Source: an optimization exercise on an open RTL-to-GDS flow (aim: small area). Production flows keep margins and buffers that such runs may drop. Only simulation tests tie the RTL to the original design; equivalence was not proved. Power is estimated from default activity; no workload was simulated.

===== flow/design.v =====
module jpc_regfile (
    input  wire                          clk,
    input  wire                          rst,
    input  wire                          r1_idx_op_I,
    input  wire [4:0]                    r1_idx_I,
    input  wire                          r1_idx_valid_I,
    output wire                          r1_idx_ready_O,
    input  wire                          r1_rdata_ready_I,
    output wire [32-1:0] r1_rdata_O,
    output wire                          r1_rdata_valid_O,
    output wire                          r1_wdata_ready_O,
    input  wire [32-1:0] r1_wdata_I,
    input  wire                          r1_wdata_valid_I
);
    localparam W = 32;
    reg rdy, pr, pw, rv;
    wire acc     = rdy & r1_idx_valid_I;
    wire rd_fire = ((acc & ~r1_idx_op_I) | pr) & r1_rdata_ready_I;
    wire wr_fire = ((acc &  r1_idx_op_I) | pw) & r1_wdata_valid_I;
    always @(posedge clk or posedge rst) begin
        if (rst) begin
            rdy <= 1'b1;
            pr  <= 1'b0;
            pw  <= 1'b0;
            rv  <= 1'b0;
        end else begin
            rdy <= (rdy & ~r1_idx_valid_I) | (~rdy & ~pr & ~pw);
            pr  <= ((acc & ~r1_idx_op_I) | pr) & ~r1_rdata_ready_I;
            pw  <= ((acc &  r1_idx_op_I) | pw) & ~r1_wdata_valid_I;
            rv  <= rd_fire;
        end
    end
    assign r1_idx_ready_O   = rdy;
    assign r1_rdata_valid_O = rv;
    assign r1_wdata_ready_O = 1'b1;
    reg [4:0] tc;        
    always @(posedge clk or posedge rst) begin
        if (rst)               tc <= 5'd0;
        else if (tc == 5'd30)  tc <= 5'd0;
        else                   tc <= tc + 5'd1;
    end
    wire [5:0] psum  = r1_idx_I + tc;
    wire [5:0] psum1 = r1_idx_I + tc + 6'd1;
    wire [4:0] pos_next = psum1[5] ? psum1[4:0] : psum[4:0];
    wire       wr_reg = wr_fire & (r1_idx_I != 5'd0);   
    wire [4:0] pos1 = (pos_next == 5'd30) ? 5'd0 : pos_next + 5'd1;
    reg        ins1;       
    reg        ins2a;      
    reg        ins2;       
    reg  [3:0] ins_k;      
    reg        ins_pol;    
    always @(posedge clk or posedge rst) begin
        if (rst) begin
            ins1  <= 1'b0;
            ins2a <= 1'b0;
            ins2  <= 1'b0;
        end else begin
            ins1  <= wr_reg & ~pos1[0];
            ins2a <= wr_reg &  pos1[0];
            ins2  <= ins2a;
        end
    end
    always @(posedge clk) begin
        if (wr_reg) begin
            ins_k   <= pos1[0] ? pos1[4:1] + 4'd1 : pos1[4:1];
            ins_pol <= ~pos1[1];    
        end
    end
    wire         done = ~rdy & ~pr & ~pw;
    reg  [W-1:0] wbuf;
    wire [W-1:0] wbuf_nxt;
    jpc_regfile_ldrow #(.W(W)) u_wbuf (
        .q(wbuf), .ld(~done), .keep(done), .col(~r1_wdata_I), .d(wbuf_nxt));
    always @(posedge clk) wbuf <= wbuf_nxt;
    wire         wany = ins1 | ins2;
    wire [W-1:0] col  = wbuf ^ {W{ins_pol}};
    reg  [W-1:0] ring [0:30];
    wire [15:0]  ld;
    wire [15:0]  keep;
    genvar p;
    generate
        for (p = 0; p < 31; p = p + 1) begin : g_pos
            if (p % 2 == 1) begin : g_copy
                always @(posedge clk)
                    ring[p] <= ring[p-1];
            end else begin : g_load
                assign ld[p/2]   = wany & (ins_k == p/2);
                assign keep[p/2] = ~ld[p/2];
                wire [W-1:0] nxt;
                jpc_regfile_ldrow #(.W(W)) u_ld (
                    .q(ring[(p + 30) % 31]), .ld(ld[p/2]), .keep(keep[p/2]),
                    .col(col), .d(nxt));
                always @(posedge clk)
                    ring[p] <= nxt;
            end
        end
    endgenerate
    reg  [31:1] valid;
    genvar i;
    generate
        for (i = 1; i < 32; i = i + 1) begin : g_valid
            always @(posedge clk or posedge rst) begin
                if (rst)                              valid[i] <= 1'b0;
                else if (wr_fire && r1_idx_I == i)    valid[i] <= 1'b1;
            end
        end
    endgenerate
    reg  [4:0]  rpos;      
    reg         rvalid;    
    always @(posedge clk) begin
        rpos   <= pos_next;
        rvalid <= (r1_idx_I != 5'd0) & valid[r1_idx_I];
    end
    wire [30:0] sel;
    wire [W-1:0] rsel;
    generate
        for (p = 0; p < 31; p = p + 1) begin : g_sel
            assign sel[p] = rvalid & (rpos == p);
        end
        for (i = 0; i < W; i = i + 1) begin : g_rbit
            wire [30:0] col_bits;
            for (p = 0; p < 31; p = p + 1) begin : g_r
                assign col_bits[p] = ring[p][i];
            end
            jpc_regfile_rdbit u_rd (.d(col_bits), .sel(sel), .q(rsel[i]));
        end
    endgenerate
    assign r1_rdata_O = rsel ^ {W{rvalid & rpos[1]}};
endmodule
module jpc_regfile_ldrow #(parameter W = 32) (
    input  wire [W-1:0] q,
    input  wire         ld,
    input  wire         keep,
    input  wire [W-1:0] col,
    output wire [W-1:0] d
);
    assign d = ~((q | {W{ld}}) & (col | {W{keep}}));
endmodule
module jpc_regfile_rdbit (
    input  wire [30:0] d,
    input  wire [30:0] sel,
    output wire        q
);
    wire [10:0] t;
    genvar g;
    generate
        for (g = 0; g < 10; g = g + 1) begin : g_grp
            jpc_regfile_aoi3 u_aoi (
                .d(d[3*g+2:3*g]), .s(sel[3*g+2:3*g]), .y(t[g]));
        end
    endgenerate
    assign t[10] = ~(d[30] & sel[30]);
    assign q = ~(&t);
endmodule
module jpc_regfile_aoi3 (
    input  wire [2:0] d,
    input  wire [2:0] s,
    output wire       y
);
    assign y = ~|(d & s);
endmodule

===== flow/flow/run.sh =====
#!/bin/bash
# Layout: the standard ORFS flow (standard.sh, unchanged synthesis), with a
# clock tree built without dummy loads from one buffer type, and the smallest
# buffer on every port. Full tool output goes to standard.log here; ORFS's own
# per-step logs stay under orfs/logs/.
set -euo pipefail
CTS="-sink_clustering_enable -repair_clock_nets -dont_use_dummy_load -buf_list sky130_fd_sc_hd__clkbuf_8 -sink_clustering_size 18 -sink_clustering_max_diameter 60"
bash standard.sh "CTS_ARGS=$CTS" "BUFFER_PORTS_ARGS=-buffer_cell sky130_fd_sc_hd__buf_1" finish > standard.log 2>&1

===== flow/standard.sh =====
#!/bin/bash
# synth_recipe.tcl (not shown) runs the flow's synth.tcl, then flattens the netlist and writes it again
# the make line also repeats each setting of config.mk as NAME=value (left out here)
make -C /OpenROAD-flow-scripts/flow DESIGN_CONFIG=/design/flow/config.mk WORK_HOME=/design/flow/orfs CLKGATE_MAP_FILE= SYNTH_SCRIPT=/design/flow/synth_recipe.tcl "${@:-finish}"

===== flow/config.mk =====
export PLATFORM = sky130hd
export DESIGN_NAME = jpc_regfile
export DESIGN_NICKNAME = jpc_regfile
export VERILOG_FILES = /design/flow/design.v
export SDC_FILE = /design/flow/constraint.sdc
export NUM_CORES = 4
export LEC_CHECK = 0
export CAP_MARGIN = 20
export CORE_MARGIN = 2
export CORE_UTILIZATION = 60
export GPL_TIMING_DRIVEN = 0
export SLEW_MARGIN = 20
export SYNTH_HIERARCHICAL = 1
export SYNTH_MINIMUM_KEEP_SIZE = 0

===== flow/constraint.sdc =====
create_clock -name core_clock -period 5.0 [get_ports {clk}]
set_input_delay 1.0000 -clock core_clock [delete_from_list [all_inputs] [get_ports {clk}]]
set_output_delay 1.0000 -clock core_clock [all_outputs]
set_load 0.01 [all_outputs]

==> results.txt, run 1 <==
# TYPE chip_impl_metric gauge
chip_impl_info{name="clock_tree_root_buffer_cell",value="clkbuf_8"} 1
chip_impl_metric{name="clock_h_tree_levels",unit=""} 3
chip_impl_metric{name="clock_sinks",unit=""} 1078
chip_impl_metric{name="grt_first_pass_wirelength",unit="um"} 169000
chip_impl_metric{name="final_antenna_net_count",unit=""} 0
chip_impl_metric{name="share_of_cells_above_drive_strength_1",unit="%"} 11.5
chip_impl_info{name="critical_path.reg2reg.endpoint",value="ins_k[3]"} 1
chip_impl_metric{name="total_setup_violations_reported_at_the_end_of_the_flow",unit=""} 0
chip_impl_metric{name="via_per_inst",unit=""} 7.50
chip_impl_metric{name="final_critical_path_setup_slack",unit="ns"} 0.235
chip_impl_metric{name="asyncSetResetFlopFracSynth",unit="%"} 3.99
chip_impl_info{name="crit-reg2reg-launch",value="tc[0]"} 1
chip_impl_metric{name="gr-total-overflow",unit=""} 0
chip_impl_metric{name="floorplan.io_pins",unit=""} 78
chip_impl_info{name="worstSetupEndpointType",value="output port"} 1
chip_impl_metric{name="max-cap-violations",unit=""} 0
chip_impl_metric{name="initial_core_util",unit="%"} 60.9
chip_impl_metric{name="place_ws",unit="ns"} -0.0777
chip_impl_metric{name="area_used_by_multi_input_combinational_logic",unit="um2"} 10300
chip_impl_metric{name="timing.critical_path.arrival",unit="ns"} 3.76
chip_impl_metric{name="timing.critical_path.required",unit="ns"} 4.00
chip_impl_metric{name="synthesis.area",unit="um2"} 32800
chip_impl_metric{name="slew_headroom",unit="%"} 24.9
chip_impl_metric{name="highest_clock_rate",unit="MHz"} 210
chip_impl_metric{name="fin_crit",unit="ns"} 4.76
chip_impl_metric{name="synth_cell_types",unit=""} 63
chip_impl_metric{name="clk_latency",unit="ns"} 0.72
chip_impl_info{name="postSynth.topFlopCell",value="dfxtp_1"} 1
chip_impl_info{name="synth.area.top_cells",value="dfxtp_1, o22ai_1, a222oi_1, dfrtp_1, buf_6"} 1
chip_impl_metric{name="finalHoldViolations",unit=""} 0
chip_impl_metric{name="via_count",unit=""} 25900
chip_impl_metric{name="design.die.area",unit="um2"} 56600
chip_impl_info{name="crit_type",value="flip-flop to output port"} 1
chip_impl_metric{name="crit_path_max_fanout",unit=""} 12
chip_impl_metric{name="number_of_cell_instances_on_the_worst_register_to_register_path",unit=""} 13
chip_impl_metric{name="share_of_synthesized_area_occupied_by_flip_flops_and_latches",unit="%"} 66.5
chip_impl_metric{name="fin_util",unit="%"} 68.0
chip_impl_metric{name="design_power",unit="mW"} 20.4
chip_impl_metric{name="post_drt_wl_per_cell",unit="um"} 34.1
chip_impl_metric{name="core.rowCount",unit=""} 85
chip_impl_info{name="worstSetupStartpointType",value="flip-flop"} 1
chip_impl_metric{name="grt_start_max_net_pins",unit=""} 36
chip_impl_info{name="setup_repair_after_global_routing_missed_its_margin",value="no"} 1
chip_impl_metric{name="layout.cell_area.non_filler",unit="um2"} 36700
chip_impl_info{name="yosys.area.top_type",value="dfxtp_1"} 1
chip_impl_metric{name="synth_top_area_share",unit="%"} 62.8
chip_impl_info{name="layout_common_cells",value="dfxtp_1, o22ai_1, a222oi_1"} 1
chip_impl_metric{name="synth.yosys.warnings",unit=""} 9
chip_impl_metric{name="min_period_over_period",unit="%"} 95.3
chip_impl_metric{name="synth-edff-count",unit=""} 5
chip_impl_metric{name="numCtsBuffers",unit=""} 70
chip_impl_metric{name="max_slew.worst_pin.slew",unit="ns"} 1.13
chip_impl_metric{name="irDropWorstVdd",unit="uV"} 352
chip_impl_metric{name="gp_congestion",unit=""} 0.877
chip_impl_metric{name="filler_cell_count",unit=""} 3977
chip_impl_metric{name="grt_antenna_before_repair",unit=""} 1
chip_impl_metric{name="route.detailed.drc",unit=""} 0
chip_impl_metric{name="cts_max_path_buffers",unit=""} 3
chip_impl_info{name="layout_commonest_cell",value="dfxtp_1"} 1
chip_impl_metric{name="power_dens_cells",unit="nW/um2"} 555
chip_impl_metric{name="postCtsSetupRepairBufs",unit=""} 0
chip_impl_metric{name="clkSlewWorstSetupHoldPaths",unit="ns"} 0.10
chip_impl_metric{name="design.final.nets",unit=""} 2820
chip_impl_metric{name="ys_seq_elements",unit=""} 1078
chip_impl_metric{name="p_leak",unit="nW"} 14.4
chip_impl_metric{name="synthesis.instances",unit=""} 2565
chip_impl_metric{name="dieHeight",unit="um"} 238
chip_impl_metric{name="timing.reg2reg.setup_slack",unit="ns"} 0.68
chip_impl_metric{name="design.core.area",unit="um2"} 53900
chip_impl_info{name="cts_tree",value="yes"} 1
chip_impl_metric{name="grt_usage",unit="%"} 41.1
chip_impl_info{name="hold_class",value="input port to async pin"} 1
chip_impl_metric{name="hpwl",unit="um"} 75400
chip_impl_metric{name="first_global_vias",unit=""} 25900
chip_impl_metric{name="area_after_detailed_placement",unit="um2"} 35700
chip_impl_metric{name="final.hold.worst_slack",unit="ns"} 0.191
chip_impl_info{name="outcome",value="no timing/DRC/antenna violations"} 1
chip_impl_metric{name="drt_pre_antenna_iters",unit=""} 10
chip_impl_metric{name="syn-num-nets",unit=""} 2624
chip_impl_metric{name="io_buffer_count",unit=""} 76
chip_impl_metric{name="wirelength_routed",unit="um"} 118000
chip_impl_metric{name="skew",unit="ns"} 0.0420
chip_impl_metric{name="floorplan.die.width",unit="um"} 238
chip_impl_metric{name="area_delta_synth_final",unit="%"} 11.7
chip_impl_metric{name="synth_area_per_cell",unit="um2"} 12.8
chip_impl_metric{name="first_iter_violations",unit=""} 5247
chip_impl_metric{name="report.final.slew_viol_count",unit=""} 0
chip_impl_metric{name="combined_flip_flop_and_latch_cell_area",unit="um2"} 21800
==> kinds of logic after synthesis <==
logic type / count (synthesis) / synth area share (%)
AOI/OAI and AO/OA: 967 / 22.8
xor gates and xnor gates: 77 / 2.18
adders and majority gates: 16 / 0.632
buffers and inverters: 180 / 3.56
DFF: 1078 / 66.5
muxes: 13 / 0.712
other: 1 / 0.0114
and+or+nand+nor: 233 / 3.57
==> per-stage QoR <==
stage	instances	TNS [ns]
finish	3457	0
global route	3457	0
CTS	3455	0
detailed placement	3387	-0.0777
global placement	3337	-39.41
floorplan	2565	0
==> routing by layer <==
| metal | track usage, % | vias to the layer above | part of all wire, % |
|---|---|---|---|
| met4 | 25.0 | 0 | 7.0 |
| met5 | 0 | - | 0 |
| li1 | - | 10700 | - |
| met2 | 62.3 | 2011 | 43 |
| met1 | 51.9 | 12600 | 36 |
| met3 | 12.5 | 527 | 13 |
==> final cells by class <==
type / instances / share of cell area, %
Antenna cell: 2 / 0.0136
Inverter: 62 / 0.635
Clock buffer: 70 / 2.63
Timing Repair Buffer: 126 / 4.16
Tap cell: 696 / 2.37
Sequential cell: 1078 / 59.6
Multi-Input combinational cell: 1307 / 28.1
Buffer: 116 / 2.55
==> report_power, final <==
part,switching (mW),total (mW),internal (mW)
sequential,1.53,12.8,11.3
clock,2.60,3.86,1.27
combinational,2.21,3.68,1.47
total,6.34,20.4,14.0
==> registers in the layout, indices dropped and copies added, names as in the netlist <==
| register | flops |
|---|---|
| ins1 | 1 |
| ins2 | 1 |
| ins2a | 1 |
| ins_k | 4 |
| ins_pol | 1 |
| pr | 1 |
| pw | 1 |
| rdy | 1 |
| ring | 992 |
| rpos | 5 |
| rv | 1 |
| rvalid | 1 |
| tc | 5 |
| valid | 31 |
| wbuf | 32 |
==> how the worst max path moves through the flow <==
stage	from	endpoint
after floorplan	r1_idx_I[0]	ins_k[3]
after global placement	rvalid	r1_rdata_O[31]
after detailed placement	r1_idx_I[0]	ins_k[3]
after CTS	rpos[2]	r1_rdata_O[0]
after global routing	rpos[3]	r1_rdata_O[0]
final	rpos[3]	r1_rdata_O[0]
==> Yosys stat by module, one instance, submodules excluded, a selection <==
module,cells inside,flops+latches,cell area (um2)
jpc_regfile,1471,1078,24500
jpc_regfile_rdbit,4,0,27.5
jpc_regfile_aoi3,1,0,10.0
==> synthesized netlist by cell type, types with 5 or more instances <==
| master | count |
|---|---|
| buf_1 | 9 |
| dfrtp_1 | 42 |
| nor2_1 | 51 |
| inv_1 | 61 |
| a21oi_1 | 10 |
| dfxtp_1 | 1030 |
| o22ai_1 | 544 |
| a222oi_1 | 320 |
| clkbuf_1 | 6 |
| buf_4 | 18 |
| nand4_1 | 65 |
| nand3_1 | 13 |
| buf_6 | 51 |
| nor2b_1 | 6 |
| ha_1 | 15 |
| o21bai_1 | 31 |
| edfxtp_1 | 5 |
| a2111o_1 | 32 |
| xnor2_1 | 36 |
| mux4_2 | 8 |
| buf_2 | 34 |
| nand2_1 | 69 |
| o21ai_0 | 10 |
| nand2b_1 | 5 |
| xor2_1 | 37 |
==> repair_timing <==
| action | 4_1_cts | 5_1_grt |
|---|---|---|
| cloned | 0 | 0 |
| setup endpoints to repair | 11 | 2 |
| gates resized for setup | 1 | 1 |
| hold buffers | 0 | 0 |
| pin swaps | 0 | 0 |
==> worst max-delay path: stages, from the launching register on <==
cell	delay (ns)
dfxtp_1	0.42
nand2b_1	0.15
clkbuf_2	0.40
nor2_4	0.23
buf_16	0.22
buf_16	0.17
a222oi_1	0.34
nand4_1	0.15
a2111o_1	0.42
xnor2_1	0.36
buf_1	0.20
==> inputs of run 2 (changes only) <==
--- a/flow/config.mk
+++ b/flow/config.mk
@@ -8,7 +8,6 @@
 export CAP_MARGIN = 20
 export CORE_MARGIN = 2
 export CORE_UTILIZATION = 60
-export GPL_TIMING_DRIVEN = 0
 export SLEW_MARGIN = 20
 export SYNTH_HIERARCHICAL = 1
 export SYNTH_MINIMUM_KEEP_SIZE = 0
==> run 2 against run 1 <==
  * Critical path type unchanged
  * Clock skew up 0.018 ns
  * Largest cell class unchanged
  * Still clean on timing, DRC and antenna
  * Sequential cell count unchanged
  * Register-to-register slack improved by 0.19 ns
  * Final cell count shrank 2.3%
  * Via count is 1.9% lower
  * Synthesized area unchanged
==> results.txt, run 2 <==
# TYPE chip_impl_metric gauge
chip_impl_metric{name="irDropWorstVdd",unit="uV"} 338
chip_impl_metric{name="skew",unit="ns"} 0.0601
chip_impl_metric{name="design.core.area",unit="um2"} 53900
chip_impl_metric{name="timing.critical_path.arrival",unit="ns"} 3.73
chip_impl_metric{name="gp_congestion",unit=""} 0.842
chip_impl_metric{name="clock_h_tree_levels",unit=""} 3
chip_impl_info{name="crit_path_cell_trace",value="nor2b_1 > nand2_1 > nor2_4 > buf_4 > a222oi_1 > nand4_1 > a2111o_1 > xnor2_1 > buf_1"} 1
chip_impl_metric{name="design_power",unit="mW"} 20.2
chip_impl_metric{name="hpwl",unit="um"} 61100
chip_impl_info{name="cts_tree",value="yes"} 1
chip_impl_metric{name="via_per_inst",unit=""} 7.53
chip_impl_info{name="setup_repair_after_global_routing_missed_its_margin",value="no"} 1
chip_impl_info{name="ys_top_cells_by_count",value="dfxtp_1, o22ai_1, a222oi_1"} 1
chip_impl_metric{name="max-cap-violations",unit=""} 0
chip_impl_metric{name="via_count",unit=""} 25400
chip_impl_metric{name="design.die.area",unit="um2"} 56600
chip_impl_metric{name="floorplan.io_pins",unit=""} 78
chip_impl_metric{name="core.rowCount",unit=""} 85
chip_impl_metric{name="power_dens_cells",unit="nW/um2"} 573
chip_impl_metric{name="max_slew.worst_pin.slew",unit="ns"} 1.23
chip_impl_info{name="crit-reg2reg-launch",value="tc[0]"} 1
chip_impl_metric{name="grt_first_pass_wirelength",unit="um"} 164000
chip_impl_info{name="dominant_combinational_cell_family_by_area_after_synthesis",value="compound AO/OA/AOI/OAI gates"} 1
chip_impl_metric{name="report.final.slew_viol_count",unit=""} 0
chip_impl_metric{name="cts-hold-fix-buffers",unit=""} 0
chip_impl_info{name="timing.critical_path.slowest_stage_cell",value="nor2_4"} 1
chip_impl_metric{name="min_period_over_period",unit="%"} 94.7
chip_impl_metric{name="floorplan.die.width",unit="um"} 238
chip_impl_metric{name="grt_antenna_before_repair",unit=""} 1
chip_impl_info{name="crit_type",value="flip-flop to output port"} 1
chip_impl_metric{name="p_leak",unit="nW"} 13.7
chip_impl_info{name="globalRoute.busiestLayer",value="met2"} 1
chip_impl_metric{name="highest_clock_rate",unit="MHz"} 211
chip_impl_metric{name="cts_max_path_buffers",unit=""} 3
chip_impl_metric{name="clock_sinks",unit=""} 1078
chip_impl_metric{name="post_drt_wl_per_cell",unit="um"} 33.9
chip_impl_info{name="outcome",value="no timing/DRC/antenna violations"} 1
chip_impl_metric{name="synthesis.instances",unit=""} 2565
chip_impl_metric{name="postCtsSetupRepairBufs",unit=""} 0
chip_impl_metric{name="gr-total-overflow",unit=""} 0
chip_impl_metric{name="initial_core_util",unit="%"} 60.9
chip_impl_metric{name="place.detailed.instances",unit=""} 3300
chip_impl_metric{name="timing.critical_path.required",unit="ns"} 4.00
chip_impl_info{name="worst_hold_path.endpoint",value="ring[23][30]"} 1
chip_impl_metric{name="dieHeight",unit="um"} 238
chip_impl_info{name="hold_class",value="flip-flop to flip-flop"} 1
chip_impl_info{name="synthMostInstantiatedCell",value="dfxtp_1"} 1
chip_impl_metric{name="wirelength_routed",unit="um"} 114000
chip_impl_info{name="worstSetupEndpointType",value="output port"} 1
chip_impl_info{name="critical_path.reg2reg.endpoint",value="ins_k[3]"} 1
chip_impl_metric{name="synthSimpleGateAreaFrac",unit="%"} 3.57
chip_impl_metric{name="number_of_flip_flops_under_the_largest_register_name",unit=""} 992
chip_impl_metric{name="drt_pre_antenna_iters",unit=""} 10
chip_impl_metric{name="worstHoldPathCells",unit=""} 0
chip_impl_metric{name="synth_area_per_cell",unit="um2"} 12.8
chip_impl_metric{name="grt_start_max_net_pins",unit=""} 44
chip_impl_metric{name="final_antenna_net_count",unit=""} 0
chip_impl_metric{name="slew_headroom",unit="%"} 17.6
chip_impl_metric{name="grt_util_met2",unit="%"} 59.5
chip_impl_info{name="largest_register",value="ring"} 1
chip_impl_metric{name="numCtsBuffers",unit=""} 71
chip_impl_metric{name="mux_contribution_to_synthesized_area",unit="%"} 0.712
chip_impl_metric{name="syn-num-nets",unit=""} 2624
chip_impl_metric{name="fin_crit",unit="ns"} 4.73
chip_impl_metric{name="number_of_cell_instances_on_the_worst_register_to_register_path",unit=""} 14
chip_impl_metric{name="clkSlewWorstSetupHoldPaths",unit="ns"} 0.11
chip_impl_metric{name="share_of_synthesized_area_occupied_by_flip_flops_and_latches",unit="%"} 66.5
chip_impl_metric{name="summed_negative_setup_slack_over_all_endpoints",unit="ns"} 0
chip_impl_metric{name="synth-edff-count",unit=""} 5
chip_impl_info{name="synth.area.top_cells",value="dfxtp_1, o22ai_1, a222oi_1, dfrtp_1, buf_6"} 1
chip_impl_info{name="largest_registers",value="ring: 992 flops, wbuf: 32 flops, valid: 31 flops"} 1
chip_impl_metric{name="area_delta_synth_final",unit="%"} 7.64
chip_impl_metric{name="cp_num_cells",unit=""} 9
chip_impl_metric{name="first_iter_violations",unit=""} 4641
chip_impl_metric{name="io_buffer_count",unit=""} 76
chip_impl_info{name="layout_common_cells",value="dfxtp_1, o22ai_1, a222oi_1"} 1
chip_impl_metric{name="first_global_vias",unit=""} 24900
chip_impl_info{name="worstSetupStartpointType",value="flip-flop"} 1
chip_impl_metric{name="synth_cell_types",unit=""} 63
chip_impl_metric{name="crit_path_max_fanout",unit=""} 21
chip_impl_metric{name="synthXorXnorAreaFrac",unit="%"} 2.18
chip_impl_metric{name="synth_top_area_share",unit="%"} 62.8
chip_impl_info{name="layout_commonest_cell",value="dfxtp_1"} 1
chip_impl_metric{name="synth_area_in_compound_gates",unit="%"} 22.8
chip_impl_metric{name="synth.yosys.warnings",unit=""} 9
chip_impl_metric{name="grt_usage",unit="%"} 39.8
chip_impl_metric{name="design.final.nets",unit=""} 2737
chip_impl_metric{name="critPathBufInv",unit=""} 2
chip_impl_metric{name="route.detailed.drc",unit=""} 0
chip_impl_metric{name="timing.reg2reg.setup_slack",unit="ns"} 0.87
chip_impl_info{name="postSynth.topFlopCell",value="dfxtp_1"} 1
chip_impl_metric{name="synth_adder_area_share",unit="%"} 0.632
chip_impl_metric{name="finish.cell_count_without_fillers",unit=""} 3376
chip_impl_metric{name="finalHoldViolations",unit=""} 0
chip_impl_info{name="critPathTopFamily",value="simple AND/OR/NAND/NOR gates"} 1
chip_impl_metric{name="ys_seq_elements",unit=""} 1078
chip_impl_metric{name="grt_util_met1",unit="%"} 53.0
chip_impl_metric{name="share_of_cells_above_drive_strength_1",unit="%"} 9.75
chip_impl_metric{name="total_setup_violations_reported_at_the_end_of_the_flow",unit=""} 0
chip_impl_metric{name="synthesis.area",unit="um2"} 32800
chip_impl_metric{name="grt_use_met3",unit="%"} 11.6
chip_impl_info{name="clock_tree_root_buffer_cell",value="clkbuf_8"} 1
chip_impl_info{name="timing.hold.worst.start",value="ring[22][30]"} 1
chip_impl_info{name="yosys.area.top_type",value="dfxtp_1"} 1
chip_impl_metric{name="asyncSetResetFlopFracSynth",unit="%"} 3.99
chip_impl_metric{name="worst_path_largest_cell_delay",unit="ns"} 0.77
chip_impl_metric{name="postCtsResizedCells",unit=""} 0
chip_impl_metric{name="clk_latency",unit="ns"} 0.71
run 2: logic make-up after synthesis:
family                     Yosys count
DFF                               1078
AOI/OAI and AO/OA                  967
and+or+nand+nor                    233
buffers and inverters              180
xor gates and xnor gates            77
adders and majority gates           16
muxes                               13
other                                1
run 2: power by group:
group,internal [mW],switching [mW],total [mW]
sequential,11.3,1.50,12.8
clock,1.29,2.58,3.87
combinational,1.45,2.15,3.60
run 2: how the worst max path moves through the flow:
stage / from / endpoint / slack (ns)
2_1_floorplan: r1_idx_I[0] / ins_k[3] / 0.46
3_3_place_gp: r1_idx_I[0] / ins_k[3] / 0.34
3_5_place_dp: r1_idx_I[0] / ins_k[3] / 0.20
4_1_cts: rpos[2] / r1_rdata_O[12] / 0.32
5_1_grt: rvalid / r1_rdata_O[9] / 0.20
6_report: rvalid / r1_rdata_O[0] / 0.27
run 2: per-stage QoR:
stage	worst slack [ns]	cell area [um2]	hold slack [ns]	util, %
floorplan	0.457	32800	0.330	-
global placement	0.339	34200	0.333	63.4
detailed placement	0.200	34300	0.336	63.6
CTS	0.319	35300	0.319	65.4
global route	0.200	35300	0.333	65.5
finish	0.267	35300	0.318	65.6
run 2: area by class of cell:
class | instances | area [um2]
Multi-Input combinational cell | 1307 | 10300
Tap cell | 696 | 871
Clock buffer | 71 | 977
Inverter | 62 | 234
Fill cell | 4106 | 18600
Sequential cell | 1078 | 21800
Timing Repair Buffer | 158 | 1130
Antenna cell | 4 | 10.0
run 2: routing by layer:
| layer | vias up | wire (um) | part of all wire, % |
|---|---|---|---|
| li1 | 10600 | - | - |
| met1 | 12500 | 44000 | 38 |
| met2 | 1868 | 49400 | 43 |
| met3 | 425 | 14900 | 13 |
| met4 | 0 | 6060 | 5.3 |
| met5 | - | 0 | 0 |
run 2: Yosys stat by module (local to each module, per instance), a selection:
module,flip-flops and latches,area [um2],times used
jpc_regfile,1078,24500,1
jpc_regfile_rdbit,0,27.5,32
jpc_regfile_aoi3,0,10.0,320
==> inputs of run 3 (changes only) <==
--- a/flow/config.mk
+++ b/flow/config.mk
@@ -7,7 +7,7 @@
 export LEC_CHECK = 0
 export CAP_MARGIN = 20
 export CORE_MARGIN = 2
-export CORE_UTILIZATION = 60
+export CORE_UTILIZATION = 75
 export SLEW_MARGIN = 20
 export SYNTH_HIERARCHICAL = 1
 export SYNTH_MINIMUM_KEEP_SIZE = 0
==> run 3 against run 2 <==
  * Clock-buffer cell count shrank 1
  * Via count is 4.4% higher
  * Clock skew down 0.015 ns
  * Routed wire length decreased by 0.81%
  * Register-to-register slack got worse by 0.09 ns
  * Hold slack improved by 0.0073 ns
  * Total power decreased by 0.11%
  * Utilization increased by 16 points
  * Non-clock buffer count rose by 2
  * Sequential power about the same
  * Global-route usage up 9.7 points
==> results.txt, run 3 <==
# TYPE chip_impl_metric gauge
chip_impl_metric{name="clock_sinks",unit=""} 1078
chip_impl_info{name="outcome",value="no timing/DRC/antenna violations"} 1
chip_impl_metric{name="postCtsSetupRepairBufs",unit=""} 0
chip_impl_metric{name="cts_max_path_buffers",unit=""} 3
chip_impl_metric{name="grt_antenna_before_repair",unit=""} 0
chip_impl_metric{name="finalHoldViolations",unit=""} 0
chip_impl_metric{name="place_ws",unit="ns"} 0.153
chip_impl_info{name="dominant_combinational_cell_family_by_area_after_synthesis",value="compound AO/OA/AOI/OAI gates"} 1
chip_impl_metric{name="numCtsBuffers",unit=""} 70
chip_impl_metric{name="grt_start_max_net_pins",unit=""} 44
chip_impl_metric{name="ys_seq_elements",unit=""} 1078
chip_impl_metric{name="min_period_over_period",unit="%"} 96.4
chip_impl_metric{name="post_drt_wl_per_cell",unit="um"} 34.8
chip_impl_metric{name="p_leak",unit="nW"} 13.8
chip_impl_metric{name="final.hold.worst_slack",unit="ns"} 0.325
chip_impl_metric{name="synth.yosys.warnings",unit=""} 9
chip_impl_metric{name="max-cap-violations",unit=""} 0
chip_impl_metric{name="max_slew.worst_pin.slew",unit="ns"} 1.13
chip_impl_metric{name="design.die.area",unit="um2"} 45500
chip_impl_metric{name="first_global_vias",unit=""} 26200
chip_impl_metric{name="fin_crit",unit="ns"} 4.82
chip_impl_metric{name="initial_core_util",unit="%"} 76.1
chip_impl_metric{name="drt_pre_antenna_iters",unit=""} 16
chip_impl_metric{name="design.core.area",unit="um2"} 43200
chip_impl_metric{name="irDropWorstVdd",unit="uV"} 513
chip_impl_info{name="clock_tree_root_buffer_cell",value="clkbuf_8"} 1
chip_impl_metric{name="report.final.slew_viol_count",unit=""} 0
chip_impl_metric{name="first_iter_violations",unit=""} 6039
chip_impl_metric{name="share_of_cells_above_drive_strength_1",unit="%"} 9.53
chip_impl_metric{name="dieHeight",unit="um"} 213
chip_impl_metric{name="route.detailed.drc",unit=""} 0
chip_impl_metric{name="synthesis.instances",unit=""} 2565
chip_impl_metric{name="via_per_inst",unit=""} 8.14
chip_impl_metric{name="crit_path_max_fanout",unit=""} 25
chip_impl_metric{name="io_buffer_count",unit=""} 76
chip_impl_metric{name="gp_congestion",unit=""} 0.887
chip_impl_info{name="cts_tree",value="yes"} 1
chip_impl_info{name="synth.area.top_cells",value="dfxtp_1, o22ai_1, a222oi_1, dfrtp_1, buf_6"} 1
chip_impl_metric{name="total_setup_violations_reported_at_the_end_of_the_flow",unit=""} 0
chip_impl_info{name="synthMostInstantiatedCell",value="dfxtp_1"} 1
chip_impl_metric{name="synth_area_in_compound_gates",unit="%"} 22.8
chip_impl_metric{name="filler_cell_count",unit=""} 2634
chip_impl_metric{name="clk_latency",unit="ns"} 0.70
chip_impl_metric{name="core.rowCount",unit=""} 76
chip_impl_metric{name="power_dens_cells",unit="nW/um2"} 577
chip_impl_metric{name="grt_usage",unit="%"} 49.5
chip_impl_metric{name="via_count",unit=""} 26500
chip_impl_metric{name="syn-num-nets",unit=""} 2624
chip_impl_metric{name="synthesis.area",unit="um2"} 32800
chip_impl_metric{name="synthSimpleGateAreaFrac",unit="%"} 3.57
chip_impl_metric{name="antenna_cells_inserted",unit=""} 0
chip_impl_info{name="layout_commonest_cell",value="dfxtp_1"} 1
chip_impl_info{name="setup_repair_after_global_routing_missed_its_margin",value="no"} 1
chip_impl_info{name="worstSetupEndpointType",value="output port"} 1
chip_impl_metric{name="clkSlewWorstSetupHoldPaths",unit="ns"} 0.10
chip_impl_metric{name="design_power",unit="mW"} 20.2
chip_impl_metric{name="cts-hold-fix-buffers",unit=""} 0
chip_impl_info{name="crit_type",value="flip-flop to output port"} 1
chip_impl_metric{name="area_delta_synth_final",unit="%"} 6.74
chip_impl_info{name="ys_top_cells_by_count",value="dfxtp_1, o22ai_1, a222oi_1"} 1
chip_impl_metric{name="design.final.nets",unit=""} 2738
chip_impl_metric{name="gr-total-overflow",unit=""} 0
chip_impl_metric{name="number_of_flip_flops_under_the_largest_register_name",unit=""} 992
chip_impl_metric{name="mux_contribution_to_synthesized_area",unit="%"} 0.712
chip_impl_metric{name="synth_top_area_share",unit="%"} 62.8
chip_impl_metric{name="asyncSetResetFlopFracSynth",unit="%"} 3.99
chip_impl_metric{name="grt_first_pass_wirelength",unit="um"} 163000
chip_impl_metric{name="share_of_synthesized_area_occupied_by_flip_flops_and_latches",unit="%"} 66.5
chip_impl_metric{name="floorplan.io_pins",unit=""} 78
chip_impl_metric{name="skew",unit="ns"} 0.0451
chip_impl_metric{name="slew_headroom",unit="%"} 24.5
chip_impl_metric{name="finish.cell_count_without_fillers",unit=""} 3262
chip_impl_metric{name="final_critical_path_setup_slack",unit="ns"} 0.182
chip_impl_metric{name="postCtsResizedCells",unit=""} 0
chip_impl_info{name="largest_register",value="ring"} 1
chip_impl_info{name="largest_registers",value="ring: 992 flops, wbuf: 32 flops, valid: 31 flops"} 1
chip_impl_info{name="hold_class",value="flip-flop to flip-flop"} 1
chip_impl_metric{name="timing.critical_path.arrival",unit="ns"} 3.82
chip_impl_metric{name="floorplan.die.width",unit="um"} 213
chip_impl_metric{name="synth-edff-count",unit=""} 5
chip_impl_metric{name="final_antenna_net_count",unit=""} 0
chip_impl_info{name="yosys.area.top_type",value="dfxtp_1"} 1
chip_impl_metric{name="synth_area_per_cell",unit="um2"} 12.8
chip_impl_metric{name="hpwl",unit="um"} 61000
chip_impl_metric{name="area_after_detailed_placement",unit="um2"} 33900
chip_impl_metric{name="clock_h_tree_levels",unit=""} 3
chip_impl_metric{name="fin_util",unit="%"} 81.2
chip_impl_info{name="postSynth.topFlopCell",value="dfxtp_1"} 1
chip_impl_metric{name="wirelength_routed",unit="um"} 113000
chip_impl_metric{name="summed_negative_setup_slack_over_all_endpoints",unit="ns"} 0
chip_impl_metric{name="synthXorXnorAreaFrac",unit="%"} 2.18
chip_impl_metric{name="place.detailed.instances",unit=""} 3192
chip_impl_metric{name="synth_adder_area_share",unit="%"} 0.632
chip_impl_metric{name="layout.cell_area.non_filler",unit="um2"} 35100
chip_impl_metric{name="synth_cell_types",unit=""} 63
chip_impl_metric{name="timing.critical_path.required",unit="ns"} 4.00
chip_impl_info{name="worstSetupStartpointType",value="flip-flop"} 1
chip_impl_metric{name="highest_clock_rate",unit="MHz"} 208
chip_impl_info{name="layout_common_cells",value="dfxtp_1, o22ai_1, a222oi_1"} 1
run 3: cell families after synthesis:
family | Yosys count
AO/OA/AOI/OAI | 967
XOR/XNOR | 77
adder cells (fa/ha/maj) | 16
buffers and inverters | 180
flip-flops | 1078
multiplexers | 13
other | 1
AND/OR/NAND/NOR | 233
run 3: layout make-up:
class | count | area (um2) | share of cell area (%)
Multi-Input combinational cell | 1307 | 10300 | 29.4
Sequential cell | 1078 | 21800 | 62.3
Tap cell | 585 | 732 | 2.09
Inverter | 62 | 233 | 0.664
Timing Repair Buffer | 160 | 978 | 2.79
Clock buffer | 70 | 963 | 2.75
run 3: Yosys stat by module, one instance, submodules excluded, a selection:
module             cell area, um2  cells inside
jpc_regfile_rdbit            27.5             4
jpc_regfile_aoi3             10.0             1
jpc_regfile                 24500          1471
run 3: worst paths after layout:
kind                        startpoint             end  slack, ns  cells past startpoint
max                            rpos[2]  r1_rdata_O[10]       0.18                      8
min                        ring[26][3]     ring[27][3]       0.33                      0
max reg2reg                      tc[0]        ins_k[3]       0.78                     13
min reg2reg                ring[26][3]     ring[27][3]       0.33                      0
max in group asynchronous          rst        valid[7]       4.18                      3
min in group asynchronous          rst       valid[20]       0.43                      3
run 3: power breakdown:
group / total (mW) / internal [mW] / leakage, nW / switching [mW]
clock network: 3.78 / 1.27 / 0.503 / 2.52
logic: 3.59 / 1.43 / 4.11 / 2.16
registers: 12.8 / 11.3 / 9.16 / 1.57
total: 20.2 / 14.0 / 13.8 / 6.24
run 3: per-layer routing:
layer	wire, um	global-route usage, %	share of wire, %
met1	38800	65.4	34
met2	45100	67.8	40
met3	21100	20.4	19
met4	8590	29.6	7.6
met5	0	0	0
run 3: worst max-delay path, cell delays in order (launching register included):
cell and delay (ns):
dfxtp_1 0.37, nand2b_1 0.70, nor2_4 0.19, buf_4 0.41, a222oi_1 0.51, nand4_1 0.16
a2111o_1 0.40, xnor2_1 0.22, buf_1 0.18
==> inputs of run 4 (changes only) <==
--- a/flow/design.v
+++ b/flow/design.v
@@ -105,17 +105,23 @@
             end
         end
     endgenerate
-    reg  [4:0]  rpos;      
-    reg         rvalid;    
+    wire        wvalid = (r1_idx_I != 5'd0) & valid[r1_idx_I];
+    reg  [7:0]  rhi;
+    reg  [3:0]  rlo;
+    reg         rneg;
+    integer j;
     always @(posedge clk) begin
-        rpos   <= pos_next;
-        rvalid <= (r1_idx_I != 5'd0) & valid[r1_idx_I];
+        for (j = 0; j < 8; j = j + 1)
+            rhi[j] <= wvalid & (pos_next[4:2] == j);
+        for (j = 0; j < 4; j = j + 1)
+            rlo[j] <= (pos_next[1:0] == j);
+        rneg <= wvalid & pos_next[1];
     end
     wire [30:0] sel;
     wire [W-1:0] rsel;
     generate
         for (p = 0; p < 31; p = p + 1) begin : g_sel
-            assign sel[p] = rvalid & (rpos == p);
+            assign sel[p] = rhi[p/4] & rlo[p%4];
         end
         for (i = 0; i < W; i = i + 1) begin : g_rbit
             wire [30:0] col_bits;
@@ -125,7 +131,7 @@
             jpc_regfile_rdbit u_rd (.d(col_bits), .sel(sel), .q(rsel[i]));
         end
     endgenerate
-    assign r1_rdata_O = rsel ^ {W{rvalid & rpos[1]}};
+    assign r1_rdata_O = rsel ^ {W{rneg}};
 endmodule
 module jpc_regfile_ldrow #(parameter W = 32) (
     input  wire [W-1:0] q,
--- a/flow/config.mk
+++ b/flow/config.mk
@@ -7,7 +7,7 @@
 export LEC_CHECK = 0
 export CAP_MARGIN = 20
 export CORE_MARGIN = 2
-export CORE_UTILIZATION = 75
+export CORE_UTILIZATION = 70
 export SLEW_MARGIN = 20
 export SYNTH_HIERARCHICAL = 1
 export SYNTH_MINIMUM_KEEP_SIZE = 0
==> run 4 against run 3 <==
  * Still clean
  * Register-to-register slack improved by 0.16 ns
  * Clock power is 1% higher
  * Total power down 1.2%
  * Critical path depth is 2 lower
  * Synthesized area increased by 0.70%
  * Utilization shrank 6.4 points
  * Synthesized cell count about the same
  * Sequential power hardly changed
  * Hold slack improved by 0.0090 ns
  * Combinational power shrank 8.1%
  * Maximum frequency grew 11%
  * Non-clock buffer count is 28 lower
  * Critical endpoint is now r1_rdata_O[31]
  * Largest power group unchanged
  * Highest routed layer unchanged
==> results.txt, run 4 <==
# TYPE chip_impl_metric gauge
chip_impl_metric{name="proportion_of_total_power_due_to_net_switching",unit="%"} 30.3
chip_impl_metric{name="grt_usage",unit="%"} 44.6
chip_impl_metric{name="highest_clock_rate",unit="MHz"} 230
chip_impl_info{name="layout_commonest_cell",value="dfxtp_1"} 1
chip_impl_metric{name="io_buffer_count",unit=""} 76
chip_impl_info{name="worstSetupEndpointType",value="output port"} 1
chip_impl_metric{name="ys_seq_elements",unit=""} 1085
chip_impl_metric{name="postCtsResizedCells",unit=""} 0
chip_impl_metric{name="post_drt_wl_per_cell",unit="um"} 34.5
chip_impl_metric{name="power.internal",unit="mW"} 13.9
chip_impl_metric{name="final_antenna_net_count",unit=""} 0
chip_impl_metric{name="power.share.sequential",unit="%"} 64.3
chip_impl_info{name="synth.area.top_cells",value="dfxtp_1, o22ai_1, a222oi_1, dfrtp_1, xor2_1"} 1
chip_impl_metric{name="max_slew.worst_pin.slew",unit="ns"} 1.32
chip_impl_metric{name="timing.critical_path.arrival",unit="ns"} 3.35
chip_impl_metric{name="area_used_by_multi_input_combinational_logic",unit="um2"} 10200
chip_impl_info{name="crit_type",value="flip-flop to output port"} 1
chip_impl_metric{name="max-cap-violations",unit=""} 0
chip_impl_metric{name="clk_latency",unit="ns"} 0.68
chip_impl_metric{name="synth_area_per_cell",unit="um2"} 12.9
chip_impl_metric{name="floorplan.io_pins",unit=""} 78
chip_impl_metric{name="skew",unit="ns"} 0.0398
chip_impl_metric{name="floorplan.die.width",unit="um"} 221
chip_impl_info{name="timing.hold.worst.start",value="ring[6][7]"} 1
chip_impl_metric{name="p_leak",unit="nW"} 14.1
chip_impl_metric{name="filler_cell_count",unit=""} 3182
chip_impl_info{name="yosys.area.top_type",value="dfxtp_1"} 1
chip_impl_metric{name="initial_core_util",unit="%"} 71.0
chip_impl_metric{name="clock_h_tree_levels",unit=""} 3
chip_impl_metric{name="design.core.area",unit="um2"} 46600
chip_impl_metric{name="clkSlewWorstSetupHoldPaths",unit="ns"} 0.11
chip_impl_info{name="outcome",value="no timing/DRC/antenna violations"} 1
chip_impl_info{name="largest_registers",value="ring: 992 flops, wbuf: 32 flops, valid: 31 flops"} 1
chip_impl_metric{name="share_of_synthesized_area_occupied_by_flip_flops_and_latches",unit="%"} 66.5
chip_impl_metric{name="synth.yosys.warnings",unit=""} 9
chip_impl_info{name="hold_class",value="flip-flop to flip-flop"} 1
chip_impl_metric{name="hpwl",unit="um"} 58500
chip_impl_metric{name="cts_max_path_buffers",unit=""} 3
chip_impl_metric{name="clock_sinks",unit=""} 1085
chip_impl_metric{name="via_count",unit=""} 26000
chip_impl_metric{name="design.final.nets",unit=""} 2715
chip_impl_metric{name="place_ws",unit="ns"} 0.383
chip_impl_metric{name="report.final.slew_viol_count",unit=""} 0
chip_impl_metric{name="gp_congestion",unit=""} 0.901
chip_impl_metric{name="share_of_cells_above_drive_strength_1",unit="%"} 8.45
chip_impl_metric{name="syn-num-nets",unit=""} 2627
chip_impl_metric{name="grt_antenna_before_repair",unit=""} 0
chip_impl_info{name="postSynth.topFlopCell",value="dfxtp_1"} 1
chip_impl_info{name="setup_repair_after_global_routing_missed_its_margin",value="no"} 1
chip_impl_metric{name="synthesis.instances",unit=""} 2566
chip_impl_metric{name="crit_path_max_fanout",unit=""} 32
chip_impl_metric{name="design.die.area",unit="um2"} 49000
chip_impl_metric{name="share_clk_of_total_power",unit="%"} 19.1
chip_impl_metric{name="synth_top_area_share",unit="%"} 62.8
chip_impl_metric{name="wirelength_routed",unit="um"} 112000
chip_impl_metric{name="final.hold.worst_slack",unit="ns"} 0.334
chip_impl_info{name="largest_register",value="ring"} 1
chip_impl_metric{name="power_dens_cells",unit="nW/um2"} 573
chip_impl_info{name="clock_tree_root_buffer_cell",value="clkbuf_8"} 1
chip_impl_metric{name="grt_first_pass_wirelength",unit="um"} 164000
chip_impl_metric{name="antenna_cells_inserted",unit=""} 0
chip_impl_metric{name="cts-hold-fix-buffers",unit=""} 0
chip_impl_info{name="crit-reg2reg-launch",value="tc[0]"} 1
chip_impl_metric{name="numCtsBuffers",unit=""} 70
chip_impl_info{name="synthMostInstantiatedCell",value="dfxtp_1"} 1
chip_impl_info{name="cts_tree",value="yes"} 1
chip_impl_info{name="crit_path_start",value="rlo[0]"} 1
chip_impl_metric{name="layout.cell_area.non_filler",unit="um2"} 34800
chip_impl_metric{name="route.detailed.drc",unit=""} 0
chip_impl_metric{name="combined_flip_flop_and_latch_cell_area",unit="um2"} 22000
chip_impl_metric{name="gr-total-overflow",unit=""} 0
chip_impl_metric{name="irDropWorstVdd",unit="uV"} 470
chip_impl_metric{name="fin_crit",unit="ns"} 4.35
chip_impl_metric{name="total_setup_violations_reported_at_the_end_of_the_flow",unit=""} 0
chip_impl_metric{name="grt_start_max_net_pins",unit=""} 44
chip_impl_metric{name="core.rowCount",unit=""} 79
chip_impl_metric{name="first_global_vias",unit=""} 25600
chip_impl_metric{name="postCtsSetupRepairBufs",unit=""} 0
chip_impl_metric{name="area_after_detailed_placement",unit="um2"} 33800
chip_impl_metric{name="synth_cell_types",unit=""} 68
chip_impl_metric{name="timing.critical_path.required",unit="ns"} 4.00
chip_impl_metric{name="dieHeight",unit="um"} 221
chip_impl_metric{name="area_delta_synth_final",unit="%"} 5.31
chip_impl_metric{name="power.share.combinational",unit="%"} 16.5
chip_impl_metric{name="slew_headroom",unit="%"} 12.3
chip_impl_metric{name="synth-edff-count",unit=""} 5
chip_impl_metric{name="asyncSetResetFlopFracSynth",unit="%"} 3.96
chip_impl_metric{name="final_critical_path_setup_slack",unit="ns"} 0.648
chip_impl_metric{name="summed_negative_setup_slack_over_all_endpoints",unit="ns"} 0
chip_impl_info{name="ys_top_cells_by_count",value="dfxtp_1, o22ai_1, a222oi_1"} 1
chip_impl_metric{name="synthesis.area",unit="um2"} 33100
chip_impl_metric{name="number_of_flip_flops_under_the_largest_register_name",unit=""} 992
chip_impl_info{name="worstSetupStartpointType",value="flip-flop"} 1
chip_impl_metric{name="switching_component_of_the_power",unit="mW"} 6.06
chip_impl_info{name="layout_common_cells",value="dfxtp_1, o22ai_1, a222oi_1"} 1
chip_impl_metric{name="first_iter_violations",unit=""} 5309
chip_impl_metric{name="finalHoldViolations",unit=""} 0
chip_impl_metric{name="drt_pre_antenna_iters",unit=""} 10
chip_impl_metric{name="via_per_inst",unit=""} 7.99
chip_impl_metric{name="min_period_over_period",unit="%"} 87.0
-- run 4: critical path, cell delays in order, from the launching register on --
cell and delay, ns:
dfxtp_1 0.46, and2_2 1.05, a222oi_1 0.26, nand4_1 0.18, a2111o_1 0.13, xor2_1 0.36, buf_1 0.20
-- run 4: power by group through the flow --
stage	combinational, mW	clock [mW]	sequential [mW]
after floorplan	2.27	0	12.4
after global placement	3.07	0	12.8
after detailed placement	3.19	0	12.9
after CTS	3.21	3.79	12.8
after global routing	3.50	4.11	13.1
final	3.30	3.82	12.8
-- run 4: final timing paths --
kind	slack, ns	cells after the start	to
worst min register to register	0.33	0	ring[7][7]
min in group asynchronous	0.40	3	rv
worst max-delay path	0.65	6	r1_rdata_O[31]
max in group asynchronous	4.17	3	valid[1]
worst min-delay path	0.33	0	ring[7][7]
worst max register to register	0.94	12	ins_k[3]
-- run 4: modules after synthesis (local to each module, per instance), a selection --
| module | flip-flops and latches | copies in the design |
|---|---|---|
| jpc_regfile | 1085 | 1 |
| jpc_regfile_aoi3 | 0 | 320 |
| jpc_regfile_rdbit | 0 | 32 |
-- run 4: routing by layer --
layer | vias to the layer above | share of wire (%) | track usage, %
met5 | - | 0 | 0
met4 | 0 | 7.3 | 26.3
met3 | 583 | 17 | 16.0
met2 | 2346 | 41 | 63.6
met1 | 12500 | 35 | 58.6
li1 | 10600 | - | -
-- run 4: cell type report --
type / instances / area share [%]
Clock buffer: 70 / 2.77
Inverter: 64 / 0.697
Multi-Input combinational cell: 1301 / 29.2
Sequential cell: 1085 / 63.1
Tap cell: 607 / 2.18
Timing Repair Buffer: 132 / 2.03
-- run 4: cells by family (layout without fill, tap and decap cells) --
| logic type | after synthesis | count (layout) | synth area share [%] |
|---|---|---|---|
| flops | 1085 | 1085 | 66.5 |
| compound gates | 972 | 972 | 22.8 |
| simple gates | 221 | 221 | 3.69 |
| buf+inv | 180 | 266 | 3.56 |
| xor+xnor | 75 | 75 | 2.01 |
| fa+ha+maj | 18 | 18 | 0.704 |
| mux | 14 | 14 | 0.749 |
| other cells | 1 | 1 | 0.0113 |
-- run 4: stage by stage --
step | power [mW] | utilization (%) | std cells
floorplan | 14.7 | - | 2566
global placement | 15.8 | 72.3 | 3188
detailed placement | 16.1 | 72.6 | 3189
CTS | 19.8 | 74.6 | 3259
global route | 20.7 | 74.8 | 3259
finish | 20.0 | 74.8 | 3259
==> inputs of run 5 (changes only) <==
--- a/flow/config.mk
+++ b/flow/config.mk
@@ -7,7 +7,7 @@
 export LEC_CHECK = 0
 export CAP_MARGIN = 20
 export CORE_MARGIN = 2
-export CORE_UTILIZATION = 70
+export CORE_UTILIZATION = 75
 export SLEW_MARGIN = 20
 export SYNTH_HIERARCHICAL = 1
 export SYNTH_MINIMUM_KEEP_SIZE = 0
==> run 5 against run 4 <==
  * Still clean on timing, DRC and antenna
  * Non-clock buffer count fell by 11
  * Die area fell by 6.5%
  * Synthesized area did not move
  * Design area shrank 0.20%
  * Final cell count down 0.95%
  * Hold slack lost 0.22 ns
==> results.txt, run 5 <==
# TYPE chip_impl_metric gauge
chip_impl_metric{name="synth_area_in_compound_gates",unit="%"} 22.8
chip_impl_metric{name="number_of_flip_flops_under_the_largest_register_name",unit=""} 992
chip_impl_metric{name="design.core.area",unit="um2"} 43300
chip_impl_metric{name="clk_latency",unit="ns"} 0.72
chip_impl_metric{name="synthSimpleGateAreaFrac",unit="%"} 3.69
chip_impl_metric{name="clkSlewWorstSetupHoldPaths",unit="ns"} 0.10
chip_impl_metric{name="timing.critical_path.required",unit="ns"} 4.00
chip_impl_metric{name="postCtsSetupRepairBufs",unit=""} 0
chip_impl_metric{name="gr-total-overflow",unit=""} 0
chip_impl_metric{name="max_slew.worst_pin.slew",unit="ns"} 1.36
chip_impl_metric{name="total_setup_violations_reported_at_the_end_of_the_flow",unit=""} 0
chip_impl_metric{name="irDropWorstVdd",unit="uV"} 441
chip_impl_metric{name="gp_congestion",unit=""} 0.897
chip_impl_metric{name="synth_top_area_share",unit="%"} 62.8
chip_impl_metric{name="synthXorXnorAreaFrac",unit="%"} 2.01
chip_impl_info{name="synth.area.top_cells",value="dfxtp_1, o22ai_1, a222oi_1, dfrtp_1, xor2_1"} 1
chip_impl_metric{name="synth_area_per_cell",unit="um2"} 12.9
chip_impl_metric{name="fin_crit",unit="ns"} 4.37
chip_impl_metric{name="numCtsBuffers",unit=""} 71
chip_impl_metric{name="slew_headroom",unit="%"} 9.22
chip_impl_metric{name="cts_max_path_buffers",unit=""} 3
chip_impl_metric{name="dieHeight",unit="um"} 214
chip_impl_metric{name="grt_first_pass_wirelength",unit="um"} 161000
chip_impl_info{name="worstSetupEndpointType",value="output port"} 1
chip_impl_metric{name="min_period_over_period",unit="%"} 87.5
chip_impl_metric{name="critPathBufInv",unit=""} 1
chip_impl_metric{name="clock_h_tree_levels",unit=""} 3
chip_impl_info{name="dominant_combinational_cell_family_by_area_after_synthesis",value="compound AO/OA/AOI/OAI gates"} 1
chip_impl_metric{name="grt_start_max_net_pins",unit=""} 43
chip_impl_info{name="layout_common_cells",value="dfxtp_1, o22ai_1, a222oi_1"} 1
chip_impl_metric{name="syn-num-nets",unit=""} 2627
chip_impl_metric{name="clock_sinks",unit=""} 1085
chip_impl_info{name="clock_tree_root_buffer_cell",value="clkbuf_8"} 1
chip_impl_metric{name="route.detailed.drc",unit=""} 0
chip_impl_metric{name="timing.reg2reg.setup_slack",unit="ns"} 1.13
chip_impl_metric{name="mux_contribution_to_synthesized_area",unit="%"} 0.749
chip_impl_metric{name="grt_antenna_before_repair",unit=""} 3
chip_impl_metric{name="asyncSetResetFlopFracSynth",unit="%"} 3.96
chip_impl_info{name="timing.critical_path.slowest_stage_cell",value="and2_2"} 1
chip_impl_metric{name="drt_pre_antenna_iters",unit=""} 11
chip_impl_metric{name="ys_seq_elements",unit=""} 1085
chip_impl_metric{name="synth_cell_types",unit=""} 68
chip_impl_metric{name="first_global_vias",unit=""} 26400
chip_impl_metric{name="crit_path_max_fanout",unit=""} 32
chip_impl_metric{name="max-cap-violations",unit=""} 0
chip_impl_metric{name="design.die.area",unit="um2"} 45800
chip_impl_metric{name="io_buffer_count",unit=""} 76
chip_impl_metric{name="share_of_synthesized_area_occupied_by_flip_flops_and_latches",unit="%"} 66.5
chip_impl_metric{name="final_critical_path_setup_slack",unit="ns"} 0.626
chip_impl_metric{name="final_antenna_net_count",unit=""} 0
chip_impl_info{name="postSynth.topFlopCell",value="dfxtp_1"} 1
chip_impl_metric{name="finalHoldViolations",unit=""} 0
chip_impl_info{name="crit_type",value="flip-flop to output port"} 1
chip_impl_metric{name="hpwl",unit="um"} 56500
chip_impl_metric{name="wirelength_routed",unit="um"} 110000
chip_impl_metric{name="cts-hold-fix-buffers",unit=""} 0
chip_impl_metric{name="core.rowCount",unit=""} 76
chip_impl_info{name="largest_register",value="ring"} 1
chip_impl_metric{name="via_count",unit=""} 26200
chip_impl_info{name="hold_class",value="input port to async pin"} 1
chip_impl_metric{name="synth.yosys.warnings",unit=""} 9
chip_impl_metric{name="share_of_cells_above_drive_strength_1",unit="%"} 8.18
chip_impl_info{name="ys_top_cells_by_count",value="dfxtp_1, o22ai_1, a222oi_1"} 1
chip_impl_metric{name="place_ws",unit="ns"} 0.410
chip_impl_info{name="cts_tree",value="yes"} 1
chip_impl_metric{name="synth_adder_area_share",unit="%"} 0.704
chip_impl_metric{name="postCtsResizedCells",unit=""} 0
chip_impl_metric{name="first_iter_violations",unit=""} 6123
chip_impl_info{name="crit_path_cell_trace",value="and2_2 > a222oi_1 > nand4_1 > a2111o_1 > xor2_1 > buf_1"} 1
chip_impl_metric{name="design.final.nets",unit=""} 2705
chip_impl_info{name="critPathTopFamily",value="simple AND/OR/NAND/NOR gates"} 1
chip_impl_metric{name="summed_negative_setup_slack_over_all_endpoints",unit="ns"} 0
chip_impl_metric{name="p_leak",unit="nW"} 14.1
chip_impl_info{name="worstSetupStartpointType",value="flip-flop"} 1
chip_impl_info{name="outcome",value="no timing/DRC/antenna violations"} 1
chip_impl_info{name="yosys.area.top_type",value="dfxtp_1"} 1
chip_impl_metric{name="design_power",unit="mW"} 20.0
chip_impl_metric{name="power_dens_cells",unit="nW/um2"} 576
chip_impl_info{name="largest_registers",value="ring: 992 flops, wbuf: 32 flops, valid: 31 flops"} 1
chip_impl_info{name="synthMostInstantiatedCell",value="dfxtp_1"} 1
chip_impl_metric{name="floorplan.io_pins",unit=""} 78
chip_impl_metric{name="floorplan.die.width",unit="um"} 214
chip_impl_metric{name="area_delta_synth_final",unit="%"} 5.10
chip_impl_metric{name="grt_usage",unit="%"} 46.8
chip_impl_metric{name="worst_path_largest_cell_delay",unit="ns"} 1.04
chip_impl_metric{name="synthesis.area",unit="um2"} 33100
chip_impl_metric{name="synthesis.instances",unit=""} 2566
chip_impl_metric{name="synth-edff-count",unit=""} 5
chip_impl_metric{name="fin_util",unit="%"} 80.3
chip_impl_metric{name="highest_clock_rate",unit="MHz"} 229
chip_impl_metric{name="post_drt_wl_per_cell",unit="um"} 34.0
chip_impl_info{name="setup_repair_after_global_routing_missed_its_margin",value="no"} 1
chip_impl_metric{name="report.final.slew_viol_count",unit=""} 0
chip_impl_metric{name="skew",unit="ns"} 0.0824
chip_impl_metric{name="via_per_inst",unit=""} 8.12
chip_impl_metric{name="initial_core_util",unit="%"} 76.4
chip_impl_info{name="layout_commonest_cell",value="dfxtp_1"} 1
chip_impl_metric{name="timing.critical_path.arrival",unit="ns"} 3.37
-- run 5: cell counts after synthesis --
Identical to the previous run, type by type.
-- run 5: kinds of logic (layout without fill, tap and decap cells) --
group | count (synthesis) | count (layout)
compound gates | 972 | 972
simple gates | 221 | 221
flops | 1085 | 1085
other cells | 1 | 2
fa+ha+maj | 18 | 18
buf+inv | 180 | 256
xor+xnor | 75 | 75
mux | 14 | 14
-- run 5: stage by stage --
| step | cell area [um2] | cells | hold WS [ns] |
|---|---|---|---|
| final | 34800 | 3228 | 0.110 |
| after global routing | 34800 | 3227 | 0.0959 |
| after CTS | 34600 | 3227 | 0.0975 |
| after detailed placement | 33600 | 3156 | 0.336 |
| after global placement | 33600 | 3155 | 0.332 |
| after floorplan | 33100 | 2566 | 0.330 |
-- run 5: cell type report --
class	count	area, um2
tap	585	732
antenna	1	2.50
inverter	64	240
timing repair buffer	121	623
sequential	1085	22000
clock buffer	71	977
multi-input combinational	1301	10200
fill	2609	8510
-- run 5: metal layers --
| layer | wire length, um | up-vias | global-route usage, % |
|---|---|---|---|
| li1 | - | 10600 | - |
| met1 | 37500 | 12600 | 58.5 |
| met2 | 45700 | 2377 | 67.8 |
| met3 | 17800 | 662 | 17.2 |
| met4 | 8790 | 4 | 32.1 |
| met5 | 49 | - | 0 |
-- run 5: power breakdown --
part / total [mW] / internal (mW) / switching, mW
Combinational: 3.27 / 1.30 / 1.97
Sequential: 12.9 / 11.3 / 1.57
Clock: 3.84 / 1.29 / 2.56
Total: 20.0 / 13.9 / 6.10
-- run 5: worst paths after layout --
kind	startpoint	endpoint	depth (start not counted)
max in group asynchronous	rst	valid[28]	3
hold reg to reg	ring[20][4]	ring[21][4]	0
setup / recovery	rlo[0]	r1_rdata_O[31]	6
min in group core_clock	ring[20][4]	ring[21][4]	0
setup reg to reg	tc[0]	ins_k[3]	12
hold / removal	rst	rv	2
-- run 5: modules after synthesis (local to each module, per instance), a selection --
module	flip-flops and latches	copies in the design	cells inside
jpc_regfile	1085	1	1472
jpc_regfile_aoi3	0	320	1
jpc_regfile_rdbit	0	32	4

==> what the ideal ports hide <==
In the flow no input, the clock included, has a driving cell. The finished layouts below were timed again as built, in two steps.
Step 1: set_driving_cell puts a clkbuf_16 on clk and a buf_2 on each other input, an assumption about the parent block.
Step 2, shift: input delay + t, output delay - t, t = (earliest + latest rising clock arrival at the registers) / 2. This alone moves slack from input paths to output paths.
Slacks: ideal / step 1 / step 2; pairs: ideal / step 1.
run	t, ns	setup WS [ns]	worst setup path after step 2	worst data-port slew with drivers (ns)
run 1	0.752	0.235 / 0.176 / -0.054	input to register	0.04
run 2	0.746	0.267 / 0.205 / 0.172	input to register	0.05
run 3	0.729	0.182 / 0.125 / 0.102	input to register	0.04
run 4	0.732	0.648 / 0.588 / 0.310	input to register	0.04
run 5	0.732	0.626 / 0.566 / 0.432	input to register	0.05
With both steps, setup timing fails in run 1, where it was met with ideal ports. For run 4, which loses most, drivers alone change the setup slack by -0.060 ns; drivers and shift together by -0.338 ns.
